Background: an optimization exercise with open tools, aiming at small area. Do not read the settings as production practice.
Where RTL was checked, it was by simulation tests only, not by an equivalence proof against the original.
For runs 1 and 2, only the layout was checked, not whether the RTL still works.

**flow/design.v**
```verilog
module sobel_processor #(
    parameter IMG_WIDTH = 64,
    parameter IMG_HEIGHT = 480,
    parameter PIXEL_WIDTH = 8,
    parameter USE_BILATERAL = 1
)(
    input  wire clk,
    input  wire rst_n,
    input  wire href,
    input  wire vsync,
    input  wire [15:0] pixel_in,
    input  wire sobel_enable,
    input  wire [7:0] edge_threshold,
    input  wire [1:0] threshold_mode,
    output wire pixel_valid,
    output wire [15:0] pixel_out,
    output wire binary_pixel,
    output wire binary_valid,
    output wire strong_edge,
    output wire weak_edge
);
    wire [7:0] red   = {pixel_in[15:11], pixel_in[15:13]};
    wire [7:0] green = {pixel_in[10:5],  pixel_in[10:9]};
    wire [7:0] blue  = {pixel_in[4:0],   pixel_in[4:2]};
    wire [17:0] wsum = red * 77 + green * 151 + blue * 28;
    wire [7:0] gray  = wsum[15:8];
    localparam N = 199;
    reg [8*N-1:0] dl;
    always @(posedge clk) begin
        if (href)
            dl <= {dl[8*N-9:0], gray};
    end
    wire [7:0] d [0:N-1];
    genvar gj;
    generate
        for (gj = 0; gj < N; gj = gj + 1) begin : g_taps
            assign d[gj] = dl[8*gj+7 -: 8];
        end
    endgenerate
    reg [5:0] cl;
    reg [2:0] rc;
    reg       a1;
    always @(posedge clk or negedge rst_n) begin
        if (!rst_n) begin
            cl <= 6'd63;
            rc <= 3'd7;
            a1 <= 1'b0;
        end else begin
            a1 <= href;
            if (href) begin
                cl <= cl + 1'b1;
                if (cl == 6'd63 && rc != 3'd3)
                    rc <= rc + 1'b1;
            end
        end
    end
    wire va = a1 && (rc == 3'd3) && (cl >= 6'd2);
    wire c2 = (cl == 6'd2);
    wire c3 = (cl == 6'd3);
    wire c4 = (cl == 6'd4);
    wire c5 = (cl == 6'd5);
    wire lo = (cl < 6'd4);
    wire [7:0] p8 = d[0];
    wire [7:0] p7 = d[1];
    wire [7:0] p6 = d[2];
    wire [7:0] p5 = d[130];
    wire [7:0] p3 = c2 ? d[68]  : c3 ? d[131] : d[132];
    wire [7:0] p2 = c2 ? d[132] : c3 ? d[195] : d[196];
    wire [7:0] p1 = lo ? d[133] : c4 ? d[196] : d[197];
    wire [7:0] p0 = c2 ? d[133] : lo ? d[134] : c4 ? d[134] : c5 ? d[197] : d[198];
    wire signed [10:0] e0 = {3'b0, p0};
    wire signed [10:0] e1 = {2'b0, p1, 1'b0};
    wire signed [10:0] e2 = {3'b0, p2};
    wire signed [10:0] e3 = {2'b0, p3, 1'b0};
    wire signed [10:0] e5 = {2'b0, p5, 1'b0};
    wire signed [10:0] e6 = {3'b0, p6};
    wire signed [10:0] e7 = {2'b0, p7, 1'b0};
    wire signed [10:0] e8 = {3'b0, p8};
    wire signed [10:0] gxc = e2 + e5 + e8 - e0 - e3 - e6;
    wire signed [10:0] gyc = e6 + e7 + e8 - e0 - e1 - e2;
    reg signed [10:0] gxa, gya;
    always @(posedge clk) begin
        gxa <= gxc;
        gya <= gyc;
    end
    wire [10:0] gx_abs = gxa[10] ? -gxa : gxa;
    wire [10:0] gy_abs = gya[10] ? -gya : gya;
    wire [11:0] msum   = {1'b0, gx_abs} + {1'b0, gy_abs};
    wire [7:0]  mag    = (msum[11:1] > 11'd255) ? 8'd255 : msum[8:1];
    wire signed [12:0] gxa2 = {gxa[10], gxa, 1'b0};
    wire signed [12:0] gya2 = {gya[10], gya, 1'b0};
    wire signed [12:0] ux = gxa2 - gxc;
    wire signed [12:0] uy = gya2 - gyc;
    wire [11:0] bxe = {gxc[10], gxc};
    wire [11:0] bye = {gyc[10], gyc};
    wire [13:0] mxe = {ux[12], ux};
    wire [13:0] mye = {uy[12], uy};
    reg  [24:0] cacc;
    reg  [2:0]  bg;
    reg  [13:0] bpp;
    reg         bneg;
    integer bi;
    always @(*) begin
        cacc = 25'd0 - 25'd2;
        for (bi = 0; bi < 6; bi = bi + 1) begin
            bg = {bxe[2*bi+1], bxe[2*bi], (bi == 0) ? 1'b0 : bxe[2*bi-1]};
            case (bg)
                3'b001, 3'b010: bpp = mxe;
                3'b011:         bpp = {mxe[12:0], 1'b0};
                3'b100:         bpp = ~{mxe[12:0], 1'b0};
                3'b101, 3'b110: bpp = ~mxe;
                default:        bpp = 14'd0;
            endcase
            bneg = bg[2] & ~(bg[1] & bg[0]);
            cacc = cacc + ({11'd0, ~bpp[13], bpp[12:0]} << (2*bi)) - (25'd1 << (13+2*bi))
                        + ({24'd0, bneg} << (2*bi));
            bg = {bye[2*bi+1], bye[2*bi], (bi == 0) ? 1'b0 : bye[2*bi-1]};
            case (bg)
                3'b001, 3'b010: bpp = mye;
                3'b011:         bpp = {mye[12:0], 1'b0};
                3'b100:         bpp = ~{mye[12:0], 1'b0};
                3'b101, 3'b110: bpp = ~mye;
                default:        bpp = 14'd0;
            endcase
            bneg = bg[2] & ~(bg[1] & bg[0]);
            cacc = cacc + ({11'd0, ~bpp[13], bpp[12:0]} << (2*bi)) - (25'd1 << (13+2*bi))
                        + ({24'd0, bneg} << (2*bi));
        end
    end
    wire cons = ~cacc[24];
    reg vb, v3, v4, v5, v6, ev, evd;
    always @(posedge clk or negedge rst_n) begin
        if (!rst_n) begin
            vb <= 1'b0; v3 <= 1'b0; v4 <= 1'b0; v5 <= 1'b0; v6 <= 1'b0;
            ev <= 1'b0; evd <= 1'b0;
        end else begin
            vb <= va; v3 <= vb; v4 <= v3; v5 <= v4; v6 <= v5;
            ev <= v6; evd <= ev;
        end
    end
    reg [7:0] m3, m4, m5, m6, emd;
    reg f4, f5, f6, f7, f8;
    always @(posedge clk) begin
        m3 <= mag;
        m4 <= m3; m5 <= m4; m6 <= m5;
        f4 <= cons && (m3 > 8'd65);
        f5 <= f4; f6 <= f5; f7 <= f6; f8 <= f7;
    end
    reg [7:0] em;
    always @(posedge clk or negedge rst_n) begin
        if (!rst_n)
            em <= 8'd0;
        else
            em <= v6 ? m6 : 8'd0;
    end
    always @(posedge clk)
        emd <= em;
    wire [7:0] fm = f8 ? emd : 8'd0;
    reg [15:0] msum_acc;
    reg [7:0]  pcount;
    reg [7:0]  local_mean;
    always @(posedge clk or negedge rst_n) begin
        if (!rst_n) begin
            msum_acc   <= 16'd0;
            pcount     <= 8'd0;
            local_mean <= 8'd100;
        end else if (evd) begin
            if (pcount == 8'd255) begin
                msum_acc   <= fm;
                pcount     <= 8'd1;
                local_mean <= msum_acc[15:8];
            end else begin
                msum_acc <= msum_acc + fm;
                pcount   <= pcount + 1'b1;
            end
        end
    end
    wire [7:0] adaptive_threshold = local_mean + 8'd20;
    wire is_strong = (fm >= 8'd95);
    wire is_weak   = (fm >= 8'd55) && (fm < 8'd95);
    reg  bres;
    always @(*) begin
        case (threshold_mode)
            2'b01:   bres = (fm > adaptive_threshold);
            2'b10:   bres = (fm >= 8'd55);
            default: bres = (fm > edge_threshold);
        endcase
    end
    reg bp_raw, bv_raw, se_r, we_r;
    always @(posedge clk or negedge rst_n) begin
        if (!rst_n) begin
            bp_raw <= 1'b0; bv_raw <= 1'b0; se_r <= 1'b0; we_r <= 1'b0;
        end else begin
            bv_raw <= evd;
            if (evd) begin
                bp_raw <= bres;
                se_r   <= is_strong;
                we_r   <= is_weak;
            end
        end
    end
    assign strong_edge = se_r;
    assign weak_edge   = we_r;
    reg [2:0] row_cur;
    reg prev_prev_out, nr_out, nr_valid;
    wire keep = row_cur[1] && (row_cur[0] | row_cur[2] | nr_out | prev_prev_out);
    always @(posedge clk or negedge rst_n) begin
        if (!rst_n) begin
            row_cur <= 3'b0; prev_prev_out <= 1'b0; nr_out <= 1'b0; nr_valid <= 1'b0;
        end else if (bv_raw) begin
            row_cur       <= {row_cur[1:0], bp_raw};
            prev_prev_out <= nr_out;
            nr_out        <= keep;
            nr_valid      <= 1'b1;
        end
    end
    assign binary_pixel = nr_out;
    assign binary_valid = nr_valid;
    assign pixel_valid = sobel_enable ? ev : href;
    assign pixel_out   = sobel_enable ? {em[7:3], em[7:2], em[7:3]} : pixel_in;
endmodule
```
**flow/constraint.sdc**
```tcl
create_clock -name core_clock -period 13.0 [get_ports {clk}]
set_input_delay 2.6000 -clock core_clock [delete_from_list [all_inputs] [get_ports {clk}]]
set_output_delay 2.6000 -clock core_clock [all_outputs]
set_load 0.01 [all_outputs]
```
**flow/config.mk**
```make
export PLATFORM = sky130hd
export DESIGN_NAME = sobel_processor
export DESIGN_NICKNAME = sobel_processor
export VERILOG_FILES = /design/flow/design.v
export SDC_FILE = /design/flow/constraint.sdc
export NUM_CORES = 4
export LEC_CHECK = 0
export CAP_MARGIN = 20
export CORE_MARGIN = 2
export CORE_UTILIZATION = 40
export CTS_BUF_LIST = sky130_fd_sc_hd__clkbuf_4
export PLACE_DENSITY = 0.6
export SLEW_MARGIN = 20
```
**flow/run.sh**
```bash
#!/bin/bash
# synth_recipe.tcl (not shown) runs the flow's synth.tcl, then flattens the netlist and writes it again
# the make line also repeats each setting of config.mk as NAME=value (left out here)
make -C /OpenROAD-flow-scripts/flow DESIGN_CONFIG=/design/flow/config.mk WORK_HOME=/design/flow/orfs CLKGATE_MAP_FILE= SYNTH_SCRIPT=/design/flow/synth_recipe.tcl finish
```
==> run summary, run 1 <==
- Of the cells placed in the final design, the portion with a size suffix greater than 1 is 0.174.
- Dominant cell type by count on the critical path: fa_1
- Dividing the detail-routed via count by the number of cells gives 4.65.
- The clock arrives with 81.1 ps of skew.
- Wire length of the first global-routing pass: 187,000 um
* Hold-fix buffer count after cts: 0
- Total routing usage reported by global routing: 0.138
- The total overflow left after global routing is 0.
* Synth Instances: 3,959
- Final slew viol count: 0
* Average wire per cell in the routed design: 16.9 um
- 52 I/O pins were placed.
- Netlist Area Pre-Place: 69,000 um^2
- Setup repair after global routing missed its margin: no
- Drt initial violations: 2,447
* Initial DRT Pass Iterations: 6
* Effective utilization at floorplan: 0.402
- In the routed design, unresolved DRC markers number 0.
- Clock latency on the worst-skew pair, taken at its later pin, is 1250 ps.
- Counting flops and latches in the post-synthesis netlist gives 1,726.
- Cell type group with the largest total delay on the critical path: adder cells
- Cell type with the largest total area after synthesis: edfxtp_1
* Largest net degree at the start of global routing: 210
- At the worst endpoint, the arrival time is 13,330 ps.
- CTS placed an instance of clkbuf_4 at the clock tree root.
- Number of global-route vias before repair: 33,300
- Number of clock sinks: 1,726
* Relative slew slack: 0.259
* Clock buffer count from CTS: 422
* Die Y-Extent: 419 um
- Nets in the synthesized netlist: 4,499
- Top post-synthesis cells by area: edfxtp_1 (69%), fa_1 (7.5%), ha_1 (4.6%)
- Critical path class: reg -> reg
- The library cell used most frequently in the layout, excluding fill and tap cells, is edfxtp_1.
- Bufs on Longest Clock Path: 4
* Worst slew pin tran: 1110 ps
- Result of the run: finished clean
- The number of buffers and inverters on the critical path is 8.
* Number of antenna violations at the first check in global routing: 7
- Number of maximum-capacitance constraint violations: 0
- The H-tree was split into 5 levels.
- Maximum net fanout on the critical path: 19
- Core Area: 172,000 um^2
* Minimum period implied by the final worst setup slack: 12,220 ps
* Seq/Total Area, Yosys: 0.737
- Period utilization: 0.940
- The congestion estimate from routability-driven global placement came to 0.871.
* Commonest cells after routing, fill and taps aside: edfxtp_1 (1,592), clkbuf_4 (616), inv_1 (374), fa_1 (258), ha_1 (251)
* Number of gates resized after CTS: 0
- The worst hold path belongs to the class reg -> reg.
* Quantity of I/O buffers inserted on ports: 50
- For the final routed database, the setup TNS stands at 0 ps.
* Share of flip-flops with an asynchronous set or reset after synthesis: 0.0388
- Setup violations remaining at the end of the flow were counted as 0.
* Max frequency: 0.0818 GHz
- Distinct cells, synth: 78
- After synthesis, the mean cell area works out to 17.4 um^2.
* Synth-to-Final Area Change: 13.2%
- The detailed router placed 32,900 vias in this run.
- Wire length after detailed routing: 119,000 um
- The worst setup path is captured at a flip-flop.
- Final HPWL from detailed placement: 75,700 um
* Cell with the largest stage delay on the worst path: fa_1
* Post-layout nets: 4,983
* Dominant synthesized flop cell: edfxtp_1
- For this run, the number of Yosys warnings is 1.
- Number of synthesized flops with an enable pin: 1,592
- The share of synthesized area in the top cell type comes to 0.693.
- Worst setup SP type: flip-flop
- Clock-pin slew was measured on the worst setup and hold paths at 80 ps.
* Number of nets with antenna violations after routing: 0
* Die width: 419 um
- Data required time at the worst endpoint: 14,110 ps
- In this run the core area contains 152 standard-cell rows.
* Crit-path max cell delay: 520 ps
* Number of buffers inserted to repair setup after CTS: 0
- Final number of hold-violating endpoints: 0
- The die covers 176,000 um^2.
- CTS tree: built
==> worst register-to-register path, delay by kind of cell (launching register included) <==
| kind | cells | cell delay [ps] |
|---|---|---|
| buf+inv | 8 | 1400 |
| flops | 1 | 400 |
| xor+xnor | 5 | 930 |
| fa+ha+maj | 15 | 6250 |
| compound gates | 8 | 1660 |
| simple gates | 9 | 1500 |
==> area by class of cell <==
| class | count | area [um^2] |
|---|---|---|
| diodes | 11 | 27.5 |
| clock buffers | 615 | 4620 |
| clock inverters | 108 | 554 |
| fillers | 15100 | 93500 |
| inverters | 381 | 1430 |
| multi-input cells | 1754 | 16300 |
| flip-flops and latches | 1726 | 50800 |
| well taps | 2310 | 2890 |
| repair buffers | 158 | 1390 |
==> flip-flops by register name, indices dropped and copies added, names as in the netlist, 11 cells and up <==
name / count
dl: 1592
msum_acc: 16
gxa: 11
gya: 11
==> metal layers <==
metal  GRT usage  up-vias  share of wire
met5           0        -        0.00013
met4      0.0576        2          0.030
met3      0.0375      207          0.051
met2       0.195      758           0.44
met1       0.199    16300           0.48
li1            -    15600              -
==> through the flow <==
stage	cell area (um^2)	cells	util	hold WS, ps	worst slack (ps)
2_1_floorplan	69000	3959	-	310	1100
3_3_place_gp	72800	6328	0.425	310	283
3_5_place_dp	72800	6328	0.425	312	347
4_1_cts	78000	7051	0.455	309	230
5_1_grt	78100	7061	0.455	321	16.8
6_report	78100	7063	0.455	316	780
==> kinds of logic after synthesis <==
| kind of cell | count (synthesis) | synth area share |
|---|---|---|
| XOR/XNOR | 206 | 0.0271 |
| AND/OR/NAND/NOR | 500 | 0.0325 |
| adder cells (fa/ha/maj) | 523 | 0.123 |
| buffers and inverters | 479 | 0.0265 |
| multiplexers | 79 | 0.0118 |
| AO/OA/AOI/OAI | 446 | 0.0423 |
| flip-flops | 1726 | 0.737 |
==> synth_stat cells, types with 25 or more instances <==
master	instances
nor2_1	163
a21o_1	29
ha_1	251
fa_1	258
nand3_1	33
inv_1	374
edfxtp_1	1592
xnor2_1	177
clkbuf_1	79
mux2i_1	59
dfrtp_1	55
dfxtp_1	67
a221oi_1	43
nand2b_1	25
a21oi_1	133
o21ai_0	108
nor3_1	30
nand2_1	168
==> path summary, 6_finish.rpt <==
check | start | slack (ps) | cells past startpoint | endpoint
hold / removal | m3[4] | 320 | 0 | m4[4]
min in group asynchronous | rst_n | 1560 | 2 | we_r
setup reg to reg | cl[5] | 780 | 45 | f4
setup / recovery | cl[5] | 780 | 45 | f4
max in group asynchronous | rst_n | 10840 | 2 | msum_acc[13]
hold reg to reg | m3[4] | 320 | 0 | m4[4]
==> inputs of run 2 (changes only) <==
--- a/flow/config.mk
+++ b/flow/config.mk
@@ -7,7 +7,8 @@
 export LEC_CHECK = 0
 export CAP_MARGIN = 20
 export CORE_MARGIN = 2
-export CORE_UTILIZATION = 40
-export CTS_BUF_LIST = sky130_fd_sc_hd__clkbuf_4
-export PLACE_DENSITY = 0.6
+export CORE_UTILIZATION = 60
+export CTS_BUF_LIST = sky130_fd_sc_hd__clkbuf_8
+export CTS_CLUSTER_SIZE = 30
+export PLACE_DENSITY = 0.75
 export SLEW_MARGIN = 20
==> run 2 against run 1 <==
First-iteration DRC count is 6.1% higher. Synthesized area stayed put. Via count is 2.0% lower. Critical endpoint unchanged. Highest routed layer is now met4. Core utilization is 22 points higher. Still clean. Sequential cell count stayed put. Cell count is 15% lower.
==> run summary, run 2 <==
* Die Y-Extent: 343 um
- Largest register FFs: 1,592
- Netlist Area Pre-Place: 69,000 um^2
- Max frequency: 0.0804 GHz
- STA classifies the critical path endpoint as a flip-flop.
- Clock-pin slew on the worst setup and hold paths: 60 ps
- The routed design has 121,000 um of wire.
* Crit-path max cell delay: 640 ps
- Minimum period implied by the final worst setup slack: 12,440 ps
- Average wire per cell in the routed design: 20.3 um
- Final worst hold slack: 284 ps
- Of all nets on the critical path, the largest fanout is 11.
* Distinct cells, synth: 78
- The area growth from synthesis to layout is 11.2%.
- The pre-antenna-repair detailed-routing pass consisted of 6 iterations.
- Via Count: 32,200
- Cell row count: 124
- Counting stages on the worst path, the most repeated cell is fa_1.
* Final-layout fill cell count: 7,324
- Adding up every negative setup slack in the final design gives 0 ps.
- Number of buffers and inverters on the critical path: 10
* Die width: 343 um
* Layout cell share with drive strength beyond 1: 0.115
- Final HPWL from detailed placement: 77,800 um
- The H-tree was split into 5 levels.
- Global routing finished with a remaining overflow of 0.
- The cell count after synthesis came out at 3,959.
- Cell type group with the largest total delay on the critical path: adder cells
* Total routing usage reported by global routing: 0.212
- Critical path class: reg -> reg
- Post-Synth XOR/XNOR Area: 0.0271
- Library cell used as clock root buffer: clkbuf_8
* Setup violation total in the final timing report: 0
- Final number of hold-violating endpoints: 0
- Setup slack at placement: 340 ps
* Drt initial violations: 2,597
* Number of clock sinks: 1,726
- Number of maximum-capacitance constraint violations: 0
- The net count of the finished layout is 4,837.
* Share of synthesized area spent on multiplexers: 0.0118
- For the worst-skew pair, the clock arrives at the later sink with an insertion delay of 910 ps.
* Drt drc: 0
- Among all cell types in the netlist, the one instantiated most often is edfxtp_1.
* Final slew viol count: 0
- The synthesized-area fraction occupied by ao, oa, aoi and oai cells came to 0.0423.
* Worst Hold Class: reg -> reg
* Dominant synthesized flop cell: edfxtp_1
- Number of synthesized flops with an enable pin: 1,592
* Worst setup SP type: flip-flop
- For this configuration, the core starts out at a cell density of 0.604.
* Cell type with the largest total area after synthesis: edfxtp_1
* Period utilization: 0.957
- The longest clock path from root to sink contains 4 buffers.
* Core Area: 114,000 um^2
- The initial antenna violation count came to 7.
- Most numerous cell types in the synthesized netlist: edfxtp_1 (1,592), inv_1 (374), fa_1 (258)
- Data required time at the worst endpoint: 13,760 ps
* Hold-fix buffer count after cts: 0
* Ys Warns: 1
- The library cells used most frequently in the layout, excluding fill and tap cells, are edfxtp_1 (1,592), inv_1 (450), clkbuf_8 (281), fa_1 (258), ha_1 (251).
- Quantity of I/O buffers inserted on ports: 50
- Worst slew pin tran: 1100 ps
- Of the total synthesized cell area, the portion taken by AND, OR, NAND and NOR gates is 0.0325.
- The clock arrives with 94.8 ps of skew.
- Result of the run: finished clean
* Leading cell type in the layout, fill and taps excluded: edfxtp_1
* Flop and latch count out of synthesis: 1,726
- The share of synthesized area in the top cell type comes to 0.693.
- Share of flip-flops with an asynchronous set or reset after synthesis: 0.0388
- CTS tree: built
- Top post-synthesis cells by area: edfxtp_1 (69%), fa_1 (7.5%), ha_1 (4.6%)
- Seq/Total Area, Yosys: 0.737
* Last weighted congestion value of the routability-driven placer: 0.948
- Entering global routing, the biggest net connects 215 pins.
- Setup repair after global routing missed its margin: no
- In the final layout, the registers with the most flip-flops are dl: 1592 flops, msum_acc: 16 flops.
- After detailed routing, the number of vias per cell comes to 5.38.
- Die area: 118,000 um^2
* Boundary Pins: 52
- Of the total synthesized cell area, the portion taken by full adders, half adders and majority gates is 0.123.
* Nets in the synthesized netlist: 4,499
* Combinational family with the most area after synthesis: adder cells
- Number of global-route vias before repair: 32,600
- The first global-routing pass estimated 188,000 um of wire.
* Clock buffer count from CTS: 275
- In this run the remaining antenna-violating nets after routing total 0.
- Ranked by flip-flop count, first place goes to dl.
* Relative slew slack: 0.269
- Data arrival time at the worst-slack endpoint: 13,200 ps
- Per-instance average area after synthesis: 17.4 um^2
- On the critical path, the stage with the largest delay is an instance of dfstp_2.
- The worst path meets setup with 555 ps of slack.
run 2: cell counts after synthesis:
Identical to the previous run, type by type.
run 2: final timing paths:
check / start / endpoint / slack [ps] / cells past startpoint
min in group asynchronous: rst_n / local_mean[0] / 1910 / 2
min: v3 / v4 / 280 / 0
max: cl[2] / f4 / 560 / 46
min reg2reg: v3 / v4 / 280 / 0
max reg2reg: cl[2] / f4 / 560 / 46
max in group asynchronous: rst_n / evd / 10460 / 2
run 2: cell type report:
type / instances / area (um^2) / area share
Sequential cell: 1726 / 50800 / 0.663
Multi-Input combinational cell: 1754 / 16300 / 0.213
Clock buffer: 281 / 3870 / 0.0504
Tap cell: 1512 / 1890 / 0.0247
Inverter: 381 / 1430 / 0.0186
Timing Repair Buffer: 159 / 1380 / 0.0180
Clock inverter: 171 / 933 / 0.0122
Antenna cell: 2 / 5.00 / 0.0000653
run 2: stage by stage:
step	instances	instance area, um^2	utilization
after floorplan	3959	69000	-
after global placement	5530	71800	0.629
after detailed placement	5530	71800	0.629
after CTS	5982	76600	0.671
after global routing	5985	76700	0.672
final	5986	76700	0.672
run 2: cells by family after synthesis:
kind of cell | count (synthesis)
compound gates | 446
xor+xnor | 206
fa+ha+maj | 523
buf+inv | 479
flops | 1726
mux | 79
simple gates | 500
run 2: layer usage:
metal,up-vias,track usage,share of wire
met4,0,0.0672,0.023
met2,803,0.327,0.47
met3,193,0.0351,0.045
met1,16200,0.315,0.46
li1,15000,-,-
met5,-,0,0
run 2: timing repair:
item                       4_1_cts  5_1_grt
setup endpoints to repair        0        1
buffers inserted                 0        1
gates resized for setup          0        8
==> inputs of run 3 (changes only) <==
--- a/flow/design.v
+++ b/flow/design.v
@@ -91,43 +91,8 @@
     wire signed [12:0] gya2 = {gya[10], gya, 1'b0};
     wire signed [12:0] ux = gxa2 - gxc;
     wire signed [12:0] uy = gya2 - gyc;
-    wire [11:0] bxe = {gxc[10], gxc};
-    wire [11:0] bye = {gyc[10], gyc};
-    wire [13:0] mxe = {ux[12], ux};
-    wire [13:0] mye = {uy[12], uy};
-    reg  [24:0] cacc;
-    reg  [2:0]  bg;
-    reg  [13:0] bpp;
-    reg         bneg;
-    integer bi;
-    always @(*) begin
-        cacc = 25'd0 - 25'd2;
-        for (bi = 0; bi < 6; bi = bi + 1) begin
-            bg = {bxe[2*bi+1], bxe[2*bi], (bi == 0) ? 1'b0 : bxe[2*bi-1]};
-            case (bg)
-                3'b001, 3'b010: bpp = mxe;
-                3'b011:         bpp = {mxe[12:0], 1'b0};
-                3'b100:         bpp = ~{mxe[12:0], 1'b0};
-                3'b101, 3'b110: bpp = ~mxe;
-                default:        bpp = 14'd0;
-            endcase
-            bneg = bg[2] & ~(bg[1] & bg[0]);
-            cacc = cacc + ({11'd0, ~bpp[13], bpp[12:0]} << (2*bi)) - (25'd1 << (13+2*bi))
-                        + ({24'd0, bneg} << (2*bi));
-            bg = {bye[2*bi+1], bye[2*bi], (bi == 0) ? 1'b0 : bye[2*bi-1]};
-            case (bg)
-                3'b001, 3'b010: bpp = mye;
-                3'b011:         bpp = {mye[12:0], 1'b0};
-                3'b100:         bpp = ~{mye[12:0], 1'b0};
-                3'b101, 3'b110: bpp = ~mye;
-                default:        bpp = 14'd0;
-            endcase
-            bneg = bg[2] & ~(bg[1] & bg[0]);
-            cacc = cacc + ({11'd0, ~bpp[13], bpp[12:0]} << (2*bi)) - (25'd1 << (13+2*bi))
-                        + ({24'd0, bneg} << (2*bi));
-        end
-    end
-    wire cons = ~cacc[24];
+    wire signed [24:0] cdot = gxc * ux + gyc * uy;
+    wire cons = (cdot >= 25'sd2);
     reg vb, v3, v4, v5, v6, ev, evd;
     always @(posedge clk or negedge rst_n) begin
         if (!rst_n) begin
--- a/flow/config.mk
+++ b/flow/config.mk
@@ -7,8 +7,6 @@
 export LEC_CHECK = 0
 export CAP_MARGIN = 20
 export CORE_MARGIN = 2
-export CORE_UTILIZATION = 60
-export CTS_BUF_LIST = sky130_fd_sc_hd__clkbuf_8
-export CTS_CLUSTER_SIZE = 30
-export PLACE_DENSITY = 0.75
+export CORE_UTILIZATION = 40
+export PLACE_DENSITY = 0.6
 export SLEW_MARGIN = 20
==> run 3 against run 2 <==
Still clean. Routed wire length decreased by 3.5%. Design area is 7.4% higher. Register-to-register slack improved by 40 ps. Sequential share of layout area shrank 4.6 points. Sequential cell count unchanged. Cell count up 18%. Count of clock-buffer cells in the layout fell by 70. Die area rose by 56%. First-iteration DRC count shrank 16%. Clock skew decreased by 49 ps. Highest routed layer unchanged.
==> run summary, run 3 <==
- Result of the run: finished clean
- Minimum period implied by the final worst setup slack: 12,410 ps
- Crit path launch: cl[5]
* Per-instance average area after synthesis: 17.0 um^2
- The final count of pins violating max slew was 0.
* Area of all placed cells without fillers: 82,400 um^2
* Final Util: 0.462
- Average wire per cell in the routed design: 16.6 um
- Seq/Total Area, Yosys: 0.707
* Boundary Pins: 52
- Across the run, the number of max-cap violations was 0.
* Final HPWL from detailed placement: 78,200 um
- Origin of the critical flop-to-flop path: cl[5]
- The netlist uses 83 different library cells.
- Layout cell share with drive strength beyond 1: 0.115
* Data required time at the worst endpoint: 13,610 ps
- In this run the tightest slew margin relative to its limit is 0.320.
* Worst Hold Class: reg -> reg
- Reg with most FFs: dl
- Yosys mapped a number of flops with a built-in enable equal to 1,592.
* Drt drc: 0
* Via Count: 32,900
- Routability-driven placement finished with a final weighted congestion of 0.845.
* Hold-fix buffer count after cts: 0
- Top post-synthesis cells by area: edfxtp_1 (66%), fa_1 (12%), ha_1 (4.5%)
- By count the netlist is led by edfxtp_1 (1,592), inv_1 (601), fa_1 (442).
- Die width: 428 um
- The detailed router finished its first iteration with 2,186 violations.
- Latest clock arrival within the worst-skew pair: 760 ps
- Core Area: 178,000 um^2
- In the finished design, the share of the clock period the worst path needs comes to 0.954.
* Maximum net fanout on the critical path: 14
* Initial DRT Pass Iterations: 5
- Cell with the largest stage delay on the worst path: fa_1
* Cell row count: 155
* Sum of negative setup slack: 0 ps
* Die area: 183,000 um^2
* Cell type group with the largest total delay on the critical path: adder cells
- Netlist Area Pre-Place: 71,900 um^2
- The worst setup path is captured at a flip-flop.
* CTS tree: built
- Synth Instances: 4,217
* Bufs on Longest Clock Path: 3
- Flop and latch count out of synthesis: 1,726
- TritonCTS created 162 clock buffers.
- Largest register FFs: 1,592
- Worst slew pin tran: 1020 ps
* Commonest cells after routing, fill and taps aside: edfxtp_1 (1,592), inv_1 (599), fa_1 (438), ha_1 (253), nand2_1 (246)
* Final-layout fill cell count: 15,200
- The area growth from synthesis to layout is 14.6%.
* Leading cell type in the layout, fill and taps excluded: edfxtp_1
* Max frequency: 0.0806 GHz
* Nets in the synthesized netlist: 4,947
- After the last flow step, the layout net total stands at 5,308.
- Total routing usage reported by global routing: 0.131
- Dominant cell type by count on the critical path: fa_1
- Summed over all layers, the routed wires come to 117,000 um.
- STA classifies the critical path startpoint as a flip-flop.
- The largest registers in the layout are dl: 1592 flops, msum_acc: 16 flops.
- Library cell used as clock root buffer: clkbuf_16
* Top-count cell post-synth: edfxtp_1
- Clock tree synthesis found a total of 1,726 sinks.
- For met1 alone, demand over resource in global routing was 0.199.
- GRT met3 Usage: 0.0205
* Crit-path max cell delay: 590 ps
- The number of hold violations in the final report was 0.
- The worst hold path begins at m5[2].
- In the global route stage, met2 resource usage came out at 0.194.
* GRT Residual Overflow: 0
- Die Y-Extent: 428 um
- Of the post-synthesis cell area, the dominant cell type holds 0.665.
- Drt via density: 4.66
* Data arrival time at the worst-slack endpoint: 13,010 ps
- Number of nets with antenna violations after routing: 0
- Largest net degree at the start of global routing: 184
- Number of H-tree levels: 4
- The most used flip-flop cell after synthesis is edfxtp_1.
- The layer flagged by global routing as most heavily used is met1.
- Effective utilization at floorplan: 0.403
- Cell type with the largest total area after synthesis: edfxtp_1
- Number of antenna violations at the first check in global routing: 1
- Number of buffers and inverters on the critical path: 11
- Share of flip-flops with an asynchronous set or reset after synthesis: 0.0388
- In this run the cell area measured after placement is 76,600 um^2.
- Ys Warns: 1
- Number of global-route vias before repair: 34,000
- Worst clock skew on the final layout: 45.6 ps
* Wire length of the first global-routing pass: 190,000 um
- Setup violations remaining at the end of the flow were counted as 0.
* Quantity of I/O buffers inserted on ports: 50
- The worst setup path is of the reg -> reg kind.
* Clock-pin slew on the worst setup and hold paths: 70 ps
[run 3: cell count changes after synthesis, moves of 13 or more]
cell,change
mux2_2,-13
o21ai_0,-20
clkbuf_1,-25
mux2i_1,-19
inv_1,+227
fa_1,+184
nand2_1,+80
a21oi_1,-32
a221oi_1,-43
and2_1,+34
xnor2_1,-94
a21o_1,-19
[run 3: routing by layer]
layer,vias to the layer above,wire [um]
li1,15400,-
met1,16700,57800
met2,567,52000
met3,212,4340
met4,0,2960
met5,-,0
[run 3: path summary, 6_finish.rpt]
path,cells past startpoint,end,slack (ps)
worst max-delay path,45,f4,590
worst min-delay path,0,m6[2],320
worst max register to register,45,f4,590
worst min register to register,0,m6[2],320
max in group asynchronous,2,msum_acc[7],10360
min in group asynchronous,2,bp_raw,2040
[run 3: layout make-up]
cell class / count / area [um^2] / share of cell area
Inverter: 611 / 2290 / 0.0278
Antenna cell: 2 / 5.00 / 0.0000607
Clock inverter: 87 / 917 / 0.0111
Sequential cell: 1726 / 50800 / 0.617
Clock buffer: 211 / 4370 / 0.0530
Timing Repair Buffer: 258 / 2150 / 0.0261
Multi-Input combinational cell: 1819 / 18900 / 0.229
Tap cell: 2355 / 2950 / 0.0358
[run 3: kinds of logic (layout without fill, tap and decap cells)]
family | count (synthesis) | count (layout) | share of synthesized area
adders and majority gates | 700 | 700 | 0.168
buffers and inverters | 672 | 1167 | 0.0354
and+or+nand+nor | 657 | 657 | 0.0426
other | 0 | 2 | 0
xor gates and xnor gates | 104 | 104 | 0.0128
DFF | 1726 | 1726 | 0.707
muxes | 47 | 47 | 0.00667
AOI/OAI and AO/OA | 311 | 311 | 0.0274
[run 3: worst register-to-register path, delay by kind of cell, from the launching register on]
family / cells / cell delay, ps
DFF: 1 / 410
xor gates and xnor gates: 1 / 170
and+or+nand+nor: 10 / 1880
buffers and inverters: 11 / 1190
adders and majority gates: 14 / 6570
AOI/OAI and AO/OA: 9 / 2040
[run 3: stage by stage]
step	instances	setup slack [ps]	hold WS, ps
global placement	6755	-319	311
finish	7069	593	325
floorplan	4217	13.0	310
CTS	7053	6.42	327
global route	7067	-7.13	334
detailed placement	6755	-45.1	312
[run 3: what timing repair did]
item / CTS / global route
endpoints found under the setup margin: 1 / 1
pin swaps: 0 / 24
setup buffers: 0 / 13
gates resized for setup: 3 / 75

## static timing again, ports no longer ideal
How much do the figures lean on ideal ports? The routed layouts below were timed once more, with nothing changed but the port constraints.
Step 1: set_driving_cell puts a clkbuf_16 on clk and a buf_2 on each other input, an assumption about the parent block.
Step 2 adds t to the input delays and takes it off the output delays; t is the mean of the earliest and latest rising clock arrival at the registers after step 1. Input paths then give back, and output paths get back, about the clock's delay inside the block.
Three values: no drivers, after step 1, after step 2; two values: the first two.
| run | shift t [ns] | setup WS [ns] | hold WS [ns] | worst slew at a driven data input, ns |
|---|---|---|---|---|
| run 1 | 1.296 | 0.780 / 0.780 / 0.780 | 0.316 / 0.316 / 0.316 | 0.08 |
| run 2 | 0.950 | 0.555 / 0.555 / 0.555 | 0.284 / 0.284 / 0.284 | 0.08 |
| run 3 | 0.809 | 0.593 / 0.593 / 0.593 | 0.325 / 0.325 / 0.325 | 0.09 |
After both steps every run listed still meets setup and hold.
